This design comes from an exercise in tuning for small area and a short achievable clock period on the open sky130 flow, not from production work. In this exercise RTL edits were held to simulation tests only and were not proved equivalent to the original. Power is estimated from default activity; no workload was simulated.

## run A
==> flow/design.v <==
module rgst #(
    parameter w=32
)(
    input sl, ss, sh, input [w-1:0] dl, ds, dh, output [w-1:0] d
);
    assign d = ({w{sl}} & dl) | ({w{ss}} & ds) | ({w{sh}} & dh);
endmodule
module selo (input sl, sh, input [31:0] dl, dh, output [31:0] on);
    assign on = ~(({32{sl}} & dl) | ({32{sh}} & dh));
endmodule
module selh (input sh, input [31:0] dh, output [31:0] on);
    assign on = ~({32{sh}} & dh);
endmodule
module sel1 (input sl, sh, input [31:0] dh, output [31:0] on);
    assign on = ~({32{sl}} | ({32{sh}} & dh));
endmodule
module nandb (input s, input [31:0] a, output [31:0] y);
    assign y = ~({32{s}} & a);
endmodule
module nandw (input [31:0] a, b, output [31:0] y);
    assign y = ~(a & b);
endmodule
module norw (input [31:0] a, b, output [31:0] y);
    assign y = ~(a | b);
endmodule
module orw (input [31:0] a, b, output [31:0] y);
    assign y = a | b;
endmodule
module andw (input [31:0] a, b, output [31:0] y);
    assign y = a & b;
endmodule
module xor2w (input [31:0] a, b, output [31:0] y);
    assign y = a ^ b;
endmodule
module andnw (input [31:0] a, b, output [31:0] y);
    assign y = a & ~b;
endmodule
module aow (input [31:0] o, a, b, output [31:0] y);
    assign y = o | (b & a);
endmodule
module maj3w (input [31:0] a, b, c, output [31:0] y);
    assign y = (a & b) | (c & (a | b));
endmodule
module xor3w (input [31:0] a, b, c, output [31:0] y);
    wire [31:0] ab;
    xor2w x0(.a(a), .b(b), .y(ab));
    xor2w x1(.a(ab), .b(c), .y(y));
endmodule
module pfxw #(
    parameter S=1, parameter INV=0
)(
    input [31:0] g, t, output [31:0] go, to
);
    genvar i;
    generate
        for (i = 0; i < 32; i = i + 1) begin: b
            if (i >= S) begin: c
                if (INV) begin: n
                    assign go[i] = ~(g[i] & (t[i] | g[i-S]));
                    assign to[i] = ~(t[i] | t[i-S]);
                end else begin: p
                    assign go[i] = ~(g[i] | (t[i] & g[i-S]));
                    assign to[i] = ~(t[i] & t[i-S]);
                end
            end else begin: l
                assign go[i] = ~g[i];
                assign to[i] = 1'b0;
            end
        end
    endgenerate
endmodule
module addgt (
    input [31:0] gn, tn, output [31:0] s
);
    wire [31:0] x, g1, t1, g2, t2, g3, t3, g4, t4, g5, t5;
    norw  ux(.a(tn), .b(~gn), .y(x));
    pfxw #(.S(1),  .INV(1)) u1(.g(gn), .t(tn), .go(g1), .to(t1));
    pfxw #(.S(2),  .INV(0)) u2(.g(g1), .t(t1), .go(g2), .to(t2));
    pfxw #(.S(4),  .INV(1)) u3(.g(g2), .t(t2), .go(g3), .to(t3));
    pfxw #(.S(8),  .INV(0)) u4(.g(g3), .t(t3), .go(g4), .to(t4));
    pfxw #(.S(16), .INV(1)) u5(.g(g4), .t(t4), .go(g5), .to(t5));
    xor2w us(.a(x), .b({g5[30:0], 1'b0}), .y(s));
endmodule
module csa4 (
    input [31:0] a, b, c, d, output [31:0] gn, tn
);
    wire [31:0] acx, aca, aco, s1, c1, c1s, sc, s, c2, k;
    xor2w x0(.a(a), .b(c), .y(acx));
    andw  a0(.a(a), .b(c), .y(aca));
    orw   o0(.a(a), .b(c), .y(aco));
    xor2w x1(.a(acx), .b(b), .y(s1));
    aow   j1(.o(aca), .a(aco), .b(b), .y(c1));
    assign c1s = {c1[30:0], 1'b0};
    xor2w x2(.a(s1), .b(c1s), .y(sc));
    xor2w x3(.a(sc), .b(d), .y(s));
    maj3w j2(.a(s1), .b(c1s), .c(d), .y(c2));
    assign k = {c2[30:0], 1'b0};
    nandw n0(.a(s), .b(k), .y(gn));
    norw  r0(.a(s), .b(k), .y(tn));
endmodule
module mschdpath (
    input clk, rst_b,ld_merg,upd_mreg, input [511:0] blk, output [31:0] m0
);
    function [31:0] Word32(input [511:0]blk, input [3:0]idx); begin
        Word32 = blk[511-32*idx -:32];end
    endfunction
    wire sl = upd_mreg & ld_merg;
    wire ss = upd_mreg & ~ld_merg;
    wire sh = ~upd_mreg;
    reg z;
    always @ (posedge clk, negedge rst_b)
        if (!rst_b)   z <= 1'b1;
        else if (sl)  z <= 1'b0;
    reg [31:0] m[0:14];
    reg [31:0] pg, pt;
    wire [31:0] dm[0:14];
    wire [31:0] dpg, dpt;
    rgst #(.w(32)) s0(.sl(sl), .ss(ss & ~z), .sh(sh), .dl(Word32(blk,0)), .ds(m[1]), .dh(m[0]), .d(dm[0]));
    always @ (posedge clk, negedge rst_b)
        if (!rst_b) m[0] <= 32'd0;
        else        m[0] <= dm[0];
    genvar k;
    generate
        for (k = 1; k < 14; k = k + 1) begin: wd
            rgst #(.w(32)) sk(.sl(sl), .ss(ss), .sh(sh), .dl(Word32(blk,k)), .ds(m[k+1]), .dh(m[k]), .d(dm[k]));
        end
    endgenerate
    wire [31:0] sum14, o14, n14;
    addgt u_add(.gn(pg), .tn(pt), .s(sum14));
    selo  o_14(.sl(sl), .sh(sh), .dl(Word32(blk,14)), .dh(m[14]), .on(o14));
    nandb n_14(.s(ss), .a(sum14), .y(n14));
    nandw f_14(.a(n14), .b(o14), .y(dm[14]));
    wire [31:0] x1 = m[1], x14 = m[14];
    wire [31:0] sg0, sg1;
    xor3w u_s0(.a({x1[6:0], x1[31:7]}), .b({x1[17:0], x1[31:18]}), .c({3'b000, x1[31:3]}), .y(sg0));
    xor3w u_s1(.a({x14[16:0], x14[31:17]}), .b({x14[18:0], x14[31:19]}), .c({10'd0, x14[31:10]}), .y(sg1));
    wire [31:0] gn, tn;
    csa4 u_csa(.a(m[0]), .b(sg0), .c(m[9]), .d(sg1), .gn(gn), .tn(tn));
    wire [31:0] og, ng, ot, nt;
    sel1  o_g(.sl(sl), .sh(sh), .dh(pg), .on(og));
    nandb n_g(.s(ss), .a(gn), .y(ng));
    nandw f_g(.a(ng), .b(og), .y(dpg));
    selo  o_t(.sl(sl), .sh(sh), .dl(~Word32(blk,15)), .dh(pt), .on(ot));
    nandb n_t(.s(ss), .a(tn), .y(nt));
    nandw f_t(.a(nt), .b(ot), .y(dpt));
    integer i;
    always @ (posedge clk) begin
        for (i = 1; i < 15; i = i + 1) m[i] <= dm[i];
        pg <= dpg;
        pt <= dpt;
    end
    assign m0 = m[0];
endmodule
Settings: LEC_CHECK=0, CAP_MARGIN=20, CORE_MARGIN=2, CORE_UTILIZATION=48, CTS_CLUSTER_DIAMETER=70, CTS_CLUSTER_SIZE=30, SETUP_SLACK_MARGIN=2.5, SLEW_MARGIN=20, SYNTH_HIERARCHICAL=1; clock period 4.5 ns.
standard.sh (not shown) runs the stock make flow with config.mk's settings and CLKGATE_MAP_FILE= SYNTH_SCRIPT=/design/flow/synth_recipe.tcl, a recipe that flattens the netlist after the stock synthesis.
==> flow/flow/run.sh <==
#!/bin/bash
# Standard layout, but the port buffers are the smallest buffer (buf_1)
# rather than the delay cell buffer_ports picks by default.
set -o pipefail
export BUFFER_PORTS_ARGS="-buffer_cell sky130_fd_sc_hd__buf_1"
bash standard.sh > standard_flow.log 2>&1
Run A: done, clean on timing, DRC and antenna
The following lists how run B was set up differently from run A:
# run A
export LEC_CHECK = 0
export CAP_MARGIN = 20
export CORE_MARGIN = 2
export CORE_UTILIZATION = 48
export CTS_CLUSTER_DIAMETER = 70
export CTS_CLUSTER_SIZE = 30
export SETUP_SLACK_MARGIN = 2.5
export SLEW_MARGIN = 20
export SYNTH_HIERARCHICAL = 1
create_clock -name core_clock -period 4.5 [get_ports {clk}]
# run B
export LEC_CHECK = 0
export CAP_MARGIN = 20
export CORE_MARGIN = 2
export CORE_UTILIZATION = 62
export CTS_CLUSTER_DIAMETER = 70
export CTS_CLUSTER_SIZE = 30
export PLACE_DENSITY = 0.72
export SETUP_SLACK_MARGIN = 2.5
export SLEW_MARGIN = 20
export SYNTH_HIERARCHICAL = 1
create_clock -name core_clock -period 4.5 [get_ports {clk}]
## What came out
From run A to run B the numbers moved as follows: setup slack went down 0.30 ns; number of design-rule violations left by the first detailed-router iteration went up 1244; clock skew went down 0.0037 ns. Run B falls short of run A in total power.
Changes in run C relative to run B:
# run B
export LEC_CHECK = 0
export CAP_MARGIN = 20
export CORE_MARGIN = 2
export CORE_UTILIZATION = 62
export CTS_CLUSTER_DIAMETER = 70
export CTS_CLUSTER_SIZE = 30
export PLACE_DENSITY = 0.72
export SETUP_SLACK_MARGIN = 2.5
export SLEW_MARGIN = 20
export SYNTH_HIERARCHICAL = 1
create_clock -name core_clock -period 4.5 [get_ports {clk}]
# run C
export LEC_CHECK = 0
export CAP_MARGIN = 20
export CORE_MARGIN = 2
export CORE_UTILIZATION = 40
export SETUP_SLACK_MARGIN = 2.5
export SLEW_MARGIN = 20
export SYNTH_HIERARCHICAL = 1
create_clock -name core_clock -period 4.5 [get_ports {clk}]
==> flow/run.sh (new file) <==
#!/bin/bash
# synth_recipe.tcl (not shown) runs the flow's synth.tcl, then flattens the netlist and writes it again
# the make line also repeats each setting of config.mk as NAME=value (left out here)
make -C /OpenROAD-flow-scripts/flow DESIGN_CONFIG=/design/flow/config.mk WORK_HOME=/design/flow/orfs CLKGATE_MAP_FILE= SYNTH_SCRIPT=/design/flow/synth_recipe.tcl finish
removed: flow/flow/run.sh
removed: flow/standard.sh
==> comparison <==
- From run B to run C the numbers moved as follows: initial antenna violation count has increased; count of instances resized after the clock tree is built has increased; setup slack of the critical path after layout has increased.
- Cmp run C and run B / power consumption / higher: run C
Relative to run C, the following input files were edited for run D:
# run C
export LEC_CHECK = 0
export CAP_MARGIN = 20
export CORE_MARGIN = 2
export CORE_UTILIZATION = 40
export SETUP_SLACK_MARGIN = 2.5
export SLEW_MARGIN = 20
export SYNTH_HIERARCHICAL = 1
create_clock -name core_clock -period 4.5 [get_ports {clk}]
# run D
export LEC_CHECK = 0
export CAP_MARGIN = 20
export CORE_MARGIN = 2
export CORE_UTILIZATION = 55
export CTS_CLUSTER_DIAMETER = 70
export CTS_CLUSTER_SIZE = 30
export PLACE_DENSITY = 0.65
export SETUP_SLACK_MARGIN = 2.5
export SLEW_MARGIN = 20
export SYNTH_HIERARCHICAL = 1
create_clock -name core_clock -period 4.5 [get_ports {clk}]
==> flow/flow/run.sh (new file) <==
#!/bin/bash
# Standard layout, but the port buffers are the smallest buffer (buf_1)
# rather than the delay cell buffer_ports picks by default.
set -o pipefail
export BUFFER_PORTS_ARGS="-buffer_cell sky130_fd_sc_hd__buf_1"
bash standard.sh > standard_flow.log 2>&1
==> flow/standard.sh (new file) <==
#!/bin/bash
# synth_recipe.tcl (not shown) runs the flow's synth.tcl, then flattens the netlist and writes it again
# the make line also repeats each setting of config.mk as NAME=value (left out here)
make -C /OpenROAD-flow-scripts/flow DESIGN_CONFIG=/design/flow/config.mk WORK_HOME=/design/flow/orfs CLKGATE_MAP_FILE= SYNTH_SCRIPT=/design/flow/synth_recipe.tcl "${@:-finish}"
removed: flow/run.sh
Results
Compared with run C, run D shows a lower total number of tap cells.
In run D relative to run C, first-iteration DRC count had gone up by more than 10%.
From run C to run D the numbers moved as follows: hold slack shows an increase of 0.014 ns, final period utilization decreased 0.64 points.
Setup changes, run D to run E
# run D
export LEC_CHECK = 0
export CAP_MARGIN = 20
export CORE_MARGIN = 2
export CORE_UTILIZATION = 55
export CTS_CLUSTER_DIAMETER = 70
export CTS_CLUSTER_SIZE = 30
export PLACE_DENSITY = 0.65
export SETUP_SLACK_MARGIN = 2.5
export SLEW_MARGIN = 20
export SYNTH_HIERARCHICAL = 1
create_clock -name core_clock -period 4.5 [get_ports {clk}]
# run E
export LEC_CHECK = 0
export CAP_MARGIN = 20
export CORE_MARGIN = 2
export CORE_UTILIZATION = 40
export SETUP_SLACK_MARGIN = 2.5
export SLEW_MARGIN = 20
export SYNTH_HIERARCHICAL = 1
create_clock -name core_clock -period 4.5 [get_ports {clk}]
==> notes.md <==
- Worst path buffer plus inverter count came out exactly the same in run E and run D.
- Looking at total power, run E sits about 7% above run D.
- Diff run D -> run E: length of routed wiring on met1 +3100 um; routed wire length grew by about 4.5%; multi-input combinational gate total now sits at about the same level; routed length on met2 increased by 2700 um relative to the old numbers.

## re-timing with driven ports
The results above use ideal ports. As a check the final layouts listed here were re-extracted and re-timed, cells and wires unchanged.
Step 1 sets driving cells, clkbuf_16 on the clock port and buf_2 on the other inputs (assumed; they add their load-dependent delay and slew).
Step 2 also shifts input and output timing later by t, the mid clock arrival at the registers, as if the neighbouring blocks saw the same clock.
Three values: ideal ports, drivers, drivers and shift; two values: the first two.
run	t (ns)	slack for setup (ns)	hold slack, ns
run A	0.641	2.399 / 2.332 / 1.959	0.448 / 0.405 / 0.468
run B	0.641	2.099 / 2.099 / 1.917	0.453 / 0.416 / 0.467
run C	0.680	2.393 / 2.331 / 1.976	0.401 / 0.382 / 0.462
run D	0.647	2.422 / 2.357 / 1.917	0.416 / 0.374 / 0.472
run E	0.688	2.380 / 2.319 / 1.925	0.429 / 0.394 / 0.463
After both steps every run listed still meets setup and hold. For run D, which loses most, drivers alone change the setup slack by -0.065 ns; drivers and shift together by -0.505 ns.
